From an optimization exercise on the open Yosys and OpenROAD flow, aimed at small area and a short achievable clock period; shortcuts taken in it are not production practice.
Function was checked by simulation only, so behaviour that the tests miss may differ from the original.

==> 12-13 <==
==> flow/design.v <==
module mult_mat_vec_mac #(
    parameter Mdata = 8,
    Ndata = 8,
    Nbits = 8
) (
    input [Mdata*Ndata*Nbits-1:0] M,
    input [Ndata*Nbits-1:0] X,
    input clk,
    input reset,
    output reg [Mdata*(2*Nbits)-1:0] out
);
    reg [511:0] mr;
    reg [31:0] sa, sb, sy;
    reg [63:0] xr;
    reg [35:0] yr;
    reg [9:0] ph;
    reg [8*19-1:0] qr;
    reg [87:0] sr, cr;
    wire [8*19-1:0] q;
    wire [7:0] bo;
    wire [87:0] so, co;
    integer e, k, p;
    always @(posedge clk) begin
        for (e = 0; e < 64; e = e + 1) begin
            for (k = 1; k < 7; k = k + 1)
                mr[e*8+k] <= reset ? M[e*8+k] : mr[e*8+k+1];
            mr[e*8+7] <= M[e*8+7];
        end
        for (e = 0; e < 32; e = e + 1) begin
            sa[e] <= reset ? (M[(2*e)*8] & ~M[(2*e+1)*8]) : (mr[(2*e)*8+1] & ~mr[(2*e+1)*8+1]);
            sb[e] <= reset ? (~M[(2*e)*8] & M[(2*e+1)*8]) : (~mr[(2*e)*8+1] & mr[(2*e+1)*8+1]);
            sy[e] <= reset ? (M[(2*e)*8] & M[(2*e+1)*8]) : (mr[(2*e)*8+1] & mr[(2*e+1)*8+1]);
        end
        if (reset) begin
            xr <= X;
            for (p = 0; p < 4; p = p + 1)
                yr[p*9 +: 9] <= {1'b0, X[(2*p)*8 +: 8]} + {1'b0, X[(2*p+1)*8 +: 8]};
        end
        ph <= {ph[8:0] & {9{~reset}}, reset};
        qr <= q;
        sr <= ph[0] ? 88'b0 : so;
        cr <= ph[0] ? 88'b0 : co;
    end
    genvar i, b;
    for (i = 0; i < 8; i = i + 1) begin : row
        mv_pp s1 (.sa(sa[i*4 +: 4]), .sb(sb[i*4 +: 4]), .sy(sy[i*4 +: 4]),
                  .x(xr), .y(yr), .q(q[i*19 +: 19]));
        mv_acc s2 (
            .q(qr[i*19 +: 19]), .s(sr[i*11 +: 11]), .c(cr[i*11 +: 11]),
            .bo(bo[i]), .so(so[i*11 +: 11]), .co(co[i*11 +: 11])
        );
        for (b = 0; b < 8; b = b + 1) begin : lo
            always @(posedge clk)
                if (ph[b+1]) out[i*16+b] <= bo[i];
        end
        always @(posedge clk)
            if (ph[9]) out[i*16+8 +: 8] <= sr[i*11 +: 8] + cr[i*11 +: 8];
    end
endmodule
module mv_pp (
  input  [3:0] sa,
  input  [3:0] sb,
  input  [3:0] sy,
  input  [63:0] x,
  input  [35:0] y,
  output [18:0] q
);
  wire [8:0] pp0 = ({9{sa[0]}} & {1'b0, x[7:0]}) | ({9{sb[0]}} & {1'b0, x[15:8]}) | ({9{sy[0]}} & y[8:0]);
  wire [8:0] pp1 = ({9{sa[1]}} & {1'b0, x[23:16]}) | ({9{sb[1]}} & {1'b0, x[31:24]}) | ({9{sy[1]}} & y[17:9]);
  wire [8:0] pp2 = ({9{sa[2]}} & {1'b0, x[39:32]}) | ({9{sb[2]}} & {1'b0, x[47:40]}) | ({9{sy[2]}} & y[26:18]);
  wire [8:0] pp3 = ({9{sa[3]}} & {1'b0, x[55:48]}) | ({9{sb[3]}} & {1'b0, x[63:56]}) | ({9{sy[3]}} & y[35:27]);
  wire u1 = pp0[0] ^ pp1[0] ^ pp2[0];
  wire u2 = (pp0[0] & pp1[0]) | (pp0[0] & pp2[0]) | (pp1[0] & pp2[0]);
  wire u3 = pp0[1] ^ pp1[1] ^ pp2[1];
  wire u4 = (pp0[1] & pp1[1]) | (pp0[1] & pp2[1]) | (pp1[1] & pp2[1]);
  wire u5 = pp3[1] ^ u2 ^ u3;
  wire u6 = (pp3[1] & u2) | (pp3[1] & u3) | (u2 & u3);
  wire u7 = pp0[2] ^ pp1[2] ^ pp2[2];
  wire u8 = (pp0[2] & pp1[2]) | (pp0[2] & pp2[2]) | (pp1[2] & pp2[2]);
  wire u9 = pp3[2] ^ u4 ^ u7;
  wire u10 = (pp3[2] & u4) | (pp3[2] & u7) | (u4 & u7);
  wire u11 = pp0[3] ^ pp1[3] ^ pp2[3];
  wire u12 = (pp0[3] & pp1[3]) | (pp0[3] & pp2[3]) | (pp1[3] & pp2[3]);
  wire u13 = pp3[3] ^ u11 ^ u8;
  wire u14 = (pp3[3] & u11) | (pp3[3] & u8) | (u11 & u8);
  wire u15 = pp0[4] ^ pp1[4] ^ pp2[4];
  wire u16 = (pp0[4] & pp1[4]) | (pp0[4] & pp2[4]) | (pp1[4] & pp2[4]);
  wire u17 = pp3[4] ^ u12 ^ u15;
  wire u18 = (pp3[4] & u12) | (pp3[4] & u15) | (u12 & u15);
  wire u19 = pp0[5] ^ pp1[5] ^ pp2[5];
  wire u20 = (pp0[5] & pp1[5]) | (pp0[5] & pp2[5]) | (pp1[5] & pp2[5]);
  wire u21 = pp3[5] ^ u16 ^ u19;
  wire u22 = (pp3[5] & u16) | (pp3[5] & u19) | (u16 & u19);
  wire u23 = pp0[6] ^ pp1[6] ^ pp2[6];
  wire u24 = (pp0[6] & pp1[6]) | (pp0[6] & pp2[6]) | (pp1[6] & pp2[6]);
  wire u25 = pp3[6] ^ u20 ^ u23;
  wire u26 = (pp3[6] & u20) | (pp3[6] & u23) | (u20 & u23);
  wire u27 = pp0[7] ^ pp1[7] ^ pp2[7];
  wire u28 = (pp0[7] & pp1[7]) | (pp0[7] & pp2[7]) | (pp1[7] & pp2[7]);
  wire u29 = pp3[7] ^ u24 ^ u27;
  wire u30 = (pp3[7] & u24) | (pp3[7] & u27) | (u24 & u27);
  wire u31 = pp0[8] ^ pp1[8] ^ pp2[8];
  wire u32 = (pp0[8] & pp1[8]) | (pp0[8] & pp2[8]) | (pp1[8] & pp2[8]);
  wire u33 = pp3[8] ^ u28 ^ u31;
  wire u34 = (pp3[8] & u28) | (pp3[8] & u31) | (u28 & u31);
  assign q[0] = pp3[0];   
  assign q[1] = u1;   
  assign q[2] = u5;   
  assign q[3] = u6;   
  assign q[4] = u9;   
  assign q[5] = u10;   
  assign q[6] = u13;   
  assign q[7] = u14;   
  assign q[8] = u17;   
  assign q[9] = u18;   
  assign q[10] = u21;   
  assign q[11] = u22;   
  assign q[12] = u25;   
  assign q[13] = u26;   
  assign q[14] = u29;   
  assign q[15] = u30;   
  assign q[16] = u33;   
  assign q[17] = u32;   
  assign q[18] = u34;   
endmodule
module mv_acc (
  input  [18:0] q,
  input  [10:0] s,
  input  [10:0] c,
  output bo,
  output [10:0] so,
  output [10:0] co
);
  wire v1 = c[0] ^ q[0] ^ q[1];
  wire v2 = (c[0] & q[0]) | (c[0] & q[1]) | (q[0] & q[1]);
  wire v3 = s[0] ^ v1;
  wire v4 = s[0] & v1;
  wire v5 = c[1] ^ q[2] ^ s[1];
  wire v6 = (c[1] & q[2]) | (c[1] & s[1]) | (q[2] & s[1]);
  wire v7 = v2 ^ v5;
  wire v8 = v2 & v5;
  wire v9 = c[2] ^ q[3] ^ q[4];
  wire v10 = (c[2] & q[3]) | (c[2] & q[4]) | (q[3] & q[4]);
  wire v11 = s[2] ^ v6 ^ v9;
  wire v12 = (s[2] & v6) | (s[2] & v9) | (v6 & v9);
  wire v13 = c[3] ^ q[5] ^ q[6];
  wire v14 = (c[3] & q[5]) | (c[3] & q[6]) | (q[5] & q[6]);
  wire v15 = s[3] ^ v10 ^ v13;
  wire v16 = (s[3] & v10) | (s[3] & v13) | (v10 & v13);
  wire v17 = c[4] ^ q[7] ^ q[8];
  wire v18 = (c[4] & q[7]) | (c[4] & q[8]) | (q[7] & q[8]);
  wire v19 = s[4] ^ v14 ^ v17;
  wire v20 = (s[4] & v14) | (s[4] & v17) | (v14 & v17);
  wire v21 = c[5] ^ q[10] ^ q[9];
  wire v22 = (c[5] & q[10]) | (c[5] & q[9]) | (q[10] & q[9]);
  wire v23 = s[5] ^ v18 ^ v21;
  wire v24 = (s[5] & v18) | (s[5] & v21) | (v18 & v21);
  wire v25 = c[6] ^ q[11] ^ q[12];
  wire v26 = (c[6] & q[11]) | (c[6] & q[12]) | (q[11] & q[12]);
  wire v27 = s[6] ^ v22 ^ v25;
  wire v28 = (s[6] & v22) | (s[6] & v25) | (v22 & v25);
  wire v29 = c[7] ^ q[13] ^ q[14];
  wire v30 = (c[7] & q[13]) | (c[7] & q[14]) | (q[13] & q[14]);
  wire v31 = s[7] ^ v26 ^ v29;
  wire v32 = (s[7] & v26) | (s[7] & v29) | (v26 & v29);
  wire v33 = c[8] ^ q[15] ^ q[16];
  wire v34 = (c[8] & q[15]) | (c[8] & q[16]) | (q[15] & q[16]);
  wire v35 = s[8] ^ v30 ^ v33;
  wire v36 = (s[8] & v30) | (s[8] & v33) | (v30 & v33);
  wire v37 = c[9] ^ q[17] ^ q[18];
  wire v38 = (c[9] & q[17]) | (c[9] & q[18]) | (q[17] & q[18]);
  wire v39 = s[9] ^ v34 ^ v37;
  wire v40 = (s[9] & v34) | (s[9] & v37) | (v34 & v37);
  wire v41 = c[10] ^ s[10] ^ v38;
  wire v42 = (c[10] & s[10]) | (c[10] & v38) | (s[10] & v38);
  assign bo = v3;
  assign so[0] = v4;
  assign co[0] = v7;
  assign so[1] = v8;
  assign co[1] = v11;
  assign so[2] = v12;
  assign co[2] = v15;
  assign so[3] = v16;
  assign co[3] = v19;
  assign so[4] = v20;
  assign co[4] = v23;
  assign so[5] = v24;
  assign co[5] = v27;
  assign so[6] = v28;
  assign co[6] = v31;
  assign so[7] = v32;
  assign co[7] = v35;
  assign so[8] = v36;
  assign co[8] = v39;
  assign so[9] = v40;
  assign co[9] = v41;
  assign so[10] = v42;
  assign co[10] = 1'b0;
endmodule
==> flow/flow/run.sh <==
#!/bin/bash
# Standard ORFS layout with two changes: the port buffers use the smallest
# plain buffer, and clock tree synthesis clusters up to 24 sinks per leaf
# buffer without dummy loads (fewer clock buffers).
set -e
export BUFFER_PORTS_ARGS="-buffer_cell sky130_fd_sc_hd__buf_1"
export CTS_ARGS="-sink_clustering_enable -repair_clock_nets -dont_use_dummy_load -sink_clustering_size 24 -sink_clustering_max_diameter 100"
bash standard.sh > standard.log 2>&1
==> flow/standard.sh <==
#!/bin/bash
# synth_recipe.tcl (not shown) runs the flow's synth.tcl, then flattens the netlist and writes it again
# the make line also repeats each setting of config.mk as NAME=value (left out here)
make -C /OpenROAD-flow-scripts/flow DESIGN_CONFIG=/design/flow/config.mk WORK_HOME=/design/flow/orfs CLKGATE_MAP_FILE= SYNTH_SCRIPT=/design/flow/synth_recipe.tcl "${@:-finish}"
==> flow/config.mk <==
export PLATFORM = sky130hd
export DESIGN_NAME = mult_mat_vec_mac
export DESIGN_NICKNAME = mult_mat_vec_mac
export VERILOG_FILES = /design/flow/design.v
export SDC_FILE = /design/flow/constraint.sdc
export NUM_CORES = 4
export LEC_CHECK = 0
export ABC_CLOCK_PERIOD_IN_PS = 1000
export CAP_MARGIN = 20
export CORE_MARGIN = 2
export CORE_UTILIZATION = 40
export PLACE_DENSITY = 0.6
export SETUP_SLACK_MARGIN = 3.3
export SLEW_MARGIN = 20
==> flow/constraint.sdc <==
create_clock -name core_clock -period 5.0 [get_ports {clk}]
set_input_delay 1.0000 -clock core_clock [delete_from_list [all_inputs] [get_ports {clk}]]
set_output_delay 1.0000 -clock core_clock [all_outputs]
set_load 0.01 [all_outputs]
==> 06-26 (differences from 12-13) <==
==> flow/flow/run.sh (replaced) <==
#!/bin/bash
# Standard ORFS layout with two changes: the port buffers use the smallest
# plain buffer, and clock tree synthesis clusters up to 20 sinks per leaf
# buffer without dummy loads (fewer clock buffers).
set -e
export BUFFER_PORTS_ARGS="-buffer_cell sky130_fd_sc_hd__buf_1"
export CTS_ARGS="-sink_clustering_enable -repair_clock_nets -dont_use_dummy_load -sink_clustering_size 20 -sink_clustering_max_diameter 100"
bash standard.sh > standard.log 2>&1
--- a/flow/config.mk
+++ b/flow/config.mk
@@ -5,10 +5,10 @@
 export SDC_FILE = /design/flow/constraint.sdc
 export NUM_CORES = 4
 export LEC_CHECK = 0
-export ABC_CLOCK_PERIOD_IN_PS = 1000
+export ABC_CLOCK_PERIOD_IN_PS = 1500
 export CAP_MARGIN = 20
 export CORE_MARGIN = 2
 export CORE_UTILIZATION = 40
 export PLACE_DENSITY = 0.6
-export SETUP_SLACK_MARGIN = 3.3
+export SETUP_SLACK_MARGIN = 3.0
 export SLEW_MARGIN = 20
==> 03-22 (differences from 12-13) <==
==> flow/flow/run.sh (replaced) <==
#!/bin/bash
# Standard ORFS layout; only the cell used for the port buffers is chosen
# (the smallest plain buffer instead of the resizer's default pick).
set -e
export BUFFER_PORTS_ARGS="-buffer_cell sky130_fd_sc_hd__buf_1"
bash standard.sh > standard.log 2>&1
--- a/flow/config.mk
+++ b/flow/config.mk
@@ -5,10 +5,10 @@
 export SDC_FILE = /design/flow/constraint.sdc
 export NUM_CORES = 4
 export LEC_CHECK = 0
-export ABC_CLOCK_PERIOD_IN_PS = 1000
+export ABC_CLOCK_PERIOD_IN_PS = 2000
 export CAP_MARGIN = 20
 export CORE_MARGIN = 2
 export CORE_UTILIZATION = 40
 export PLACE_DENSITY = 0.6
-export SETUP_SLACK_MARGIN = 3.3
+export SETUP_SLACK_MARGIN = 2.6
 export SLEW_MARGIN = 20
==> impl_metrics.env <==
export IMPL_multi_input_area_share_pct=35.4
export IMPL_cts_resized=0
export IMPL_powerClk_w=0.00880
export IMPL_report_power_total_w=0.0275
export IMPL_outcome="timing/DRC/antenna clean"
export IMPL_period_share_pct=48.5
export IMPL_cp_slowest_stage_delay_ps=640
export IMPL_diodes=7
export IMPL_setup_worst_path_end="qr[2]"
export IMPL_cp_depth=4
-- figures above: 03-22

==> impl_metrics.env <==
export IMPL_cp_slowest_stage_delay_ps=530
export IMPL_multi_input_area_share_pct=36.6
export IMPL_powerClk_w=0.00525
export IMPL_outcome="timing/DRC/antenna clean"
export IMPL_setup_worst_path_end="qr[61]"
export IMPL_diodes=13
-- figures above: 06-26

==> impl_metrics.env <==
export IMPL_cp_slowest_stage_delay_ps=570
export IMPL_numClockSinks=1102
export IMPL_report_power_total_w=0.0243
export IMPL_powerClk_w=0.00462
export IMPL_cts_resized=335
export IMPL_cp_depth=5
export IMPL_diodes=10
export IMPL_period_share_pct=51.7
export IMPL_multi_input_area_share_pct=37.9
export IMPL_outcome="timing/DRC/antenna clean"
-- figures above: 12-13

[re-timing with driven ports]
Ports are ideal in the flow. The routed layouts listed here were re-timed in OpenROAD. Step 1: set_driving_cell puts a clkbuf_16 on clk and a buf_2 on each other input, an assumption about the parent block. Step 2 moves the port delays by t, midway between the first and last clock arrival at a register: inputs arrive t later, outputs are due t later. That takes back most of the time a late clock gives input paths. a / b / c = no drivers / after step 1 / after step 2; a / b = the first two.
run	shift t [ns]	slack for setup (ns)	worst hold slack (ns)
12-13	0.720	2.414 / 2.414 / 2.411	0.387 / 0.336 / 0.435
06-26	0.691	2.685 / 2.685 / 2.255	0.423 / 0.377 / 0.423
03-22	0.766	2.577 / 2.577 / 1.893	0.372 / 0.318 / 0.430
After both steps every run listed still meets setup and hold. The setup slack of 03-22, which loses most, moves by 0.000 ns with the drivers and by -0.684 ns with both steps.
